This design comes from an exercise in tuning for small area on the open sky130 flow, not from production work.

// UartLink
module UartLink(
    input  logic         clock,
    input  logic         reset,
    input  logic         RX,
    input  logic         ROUND_DONE,
    input  logic [191:0] dataFromMEM,
    output logic         TX,
    output logic         DONE_WRITING,
    output logic [191:0] dataToA,
    output logic [10:0]  addrA,
    output logic         weA,
    output logic [10:0]  addrtoMEM,
    output logic         memSel,
    output logic         DONE_TRANSMITTING
    );
    localparam logic [1:0] IDLE = 2'd0, START = 2'd1, DATA = 2'd2, STOP = 2'd3;
    logic [191:0] ring;
    logic [7:0]   c;        
    logic [7:0]   idx;      
    logic [9:0]   timer;    
    logic [2:0]   pkt;      
    logic [1:0]   cs;       
    logic         txm;      
    logic         waitm;    
    logic         txq;
    wire tc  = timer[9] & timer[8] & timer[6] & timer[5] & timer[2];
    wire win = (timer[9:8] == 2'b01) && !(timer[7] & timer[6]);
    wire cz  = (c == 8'd0);
    wire m   = !txm && win && cz;
    wire ins = m && (cs == DATA);
    assign weA = m && (cs == STOP) && (idx == 8'd0);
    assign DONE_WRITING = weA && (pkt == 3'd7);
    wire [7:0] txbyte = dataFromMEM[{idx[7:3], 3'b000} +: 8];
    wire       txbit  = txbyte[idx[2:0]];
    assign DONE_TRANSMITTING = txm && (cs == IDLE) && timer[0];
    always_ff @(posedge clock)
        ring <= {ins ? RX : ring[0], ring[191:1]};
    always_ff @(posedge clock)
        if ((cs == IDLE && !txm) || tc) timer <= 10'd0;
        else                            timer <= timer + 10'd1;
    always_ff @(posedge clock or posedge reset) begin
        if (reset) begin
            c     <= 8'd0;
            idx   <= 8'd0;
            pkt   <= 3'd0;
            cs    <= IDLE;
            txm   <= 1'b0;
            waitm <= 1'b0;
            txq   <= 1'b1;
        end else begin
  ...
Size: roughly 550 cells after synthesis, roughly 230 flip-flops, about 420 I/O pins.
clock: 10.0 ns
lec_check: 0
cap_margin: 20
core_margin: 2
core_utilization: 25
slew_margin: 20
standard.sh (not shown) runs the stock make flow with config.mk's settings and CLKGATE_MAP_FILE= SYNTH_SCRIPT=/design/flow/synth_recipe.tcl, a recipe that flattens the netlist after the stock synthesis.
==> flow/flow/run.sh <==
#!/bin/bash
# The standard layout (standard.sh, ORFS) with these changes:
#  - synthesis is the standard flow's (synth_recipe.tcl) except that ABC maps the logic
#    with flow/abc_area.script, an area-oriented script;
#  - buffer_ports makes every port buffer from the smallest buffer cell;
#  - CTS uses small clock buffers, larger sink clusters and no dummy loads.
# Each tool's output is in flow.log and in ORFS's logs under orfs/logs.
set -o pipefail
here=$(pwd)
{
  head -n 1 synth_recipe.tcl
  cat <<EOT
proc abc {args} {
  set i [lsearch -exact \$args -script]
  if {\$i >= 0} { lset args [expr {\$i + 1}] $here/flow/abc_area.script }
  yosys abc {*}\$args
}
EOT
  tail -n +2 synth_recipe.tcl
} > my_synth.tcl
bash standard.sh \
  "SYNTH_SCRIPT=$here/my_synth.tcl" \
  'BUFFER_PORTS_ARGS=-buffer_cell sky130_fd_sc_hd__buf_1' \
  'CTS_ARGS=-sink_clustering_enable -repair_clock_nets -dont_use_dummy_load -buf_list {sky130_fd_sc_hd__clkbuf_2 sky130_fd_sc_hd__clkbuf_4} -sink_clustering_size 10 -sink_clustering_max_diameter 35' \
  finish > flow.log 2>&1
==> flow/flow/abc_area.script <==
strash
dc2
dch -f
&get -n
&nf -p -a
&put
&get -n
&st
&dch -f
&nf -p -a
&put
topo
stime -c
Rerun with:
--- a/flow/flow/run.sh
+++ b/flow/flow/run.sh
@@ -23,3 +23,3 @@
   'BUFFER_PORTS_ARGS=-buffer_cell sky130_fd_sc_hd__buf_1' \
-  'CTS_ARGS=-sink_clustering_enable -repair_clock_nets -dont_use_dummy_load -buf_list {sky130_fd_sc_hd__clkbuf_2 sky130_fd_sc_hd__clkbuf_4} -sink_clustering_size 10 -sink_clustering_max_diameter 35' \
+  'CTS_ARGS=-sink_clustering_enable -repair_clock_nets -dont_use_dummy_load -buf_list {sky130_fd_sc_hd__clkbuf_4} -sink_clustering_size 12 -sink_clustering_max_diameter 40' \
   finish > flow.log 2>&1
Design area is about the same; global-route usage climbs by 0.11 points; worst setup slack degrades by 69 ps; area after synthesis does not change; register-to-register slack degrades by 40 ps; via count hardly moves; fmax drops by 1.4%; core utilization hardly moves; count of clock-buffer cells in the layout drops by 1.
No run of this note included a check of the RTL's function; only the layout flow was run.

[afterwards: timing with drivers on the ports]
No port has a modelled driver above. Below, the same layouts with a new extraction and two added sets of constraints.
Step 1: set_driving_cell puts a clkbuf_16 on clock and a buf_2 on each other input, an assumption about the parent block.
Step 2 times the ports against the registers' clock, not the clock port: input delays grow and output delays shrink by t, the midpoint of the rising clock arrivals with the driver on.
a / b / c = no drivers / after step 1 / after step 2; a / b = the first two.
run | t, ns | setup WS [ns] | latest minus earliest clock arrival (ns) | worst slew at a driven data input, ns | pins driven straight from the clock port
the first run | 0.652 | 5.219 / 5.171 / 5.824 | 0.166 / 0.167 | 0.07 | 1
the second run | 0.667 | 5.150 / 5.104 / 5.771 | 0.117 / 0.117 | 0.07 | 1
After both steps every run listed still meets setup and hold.
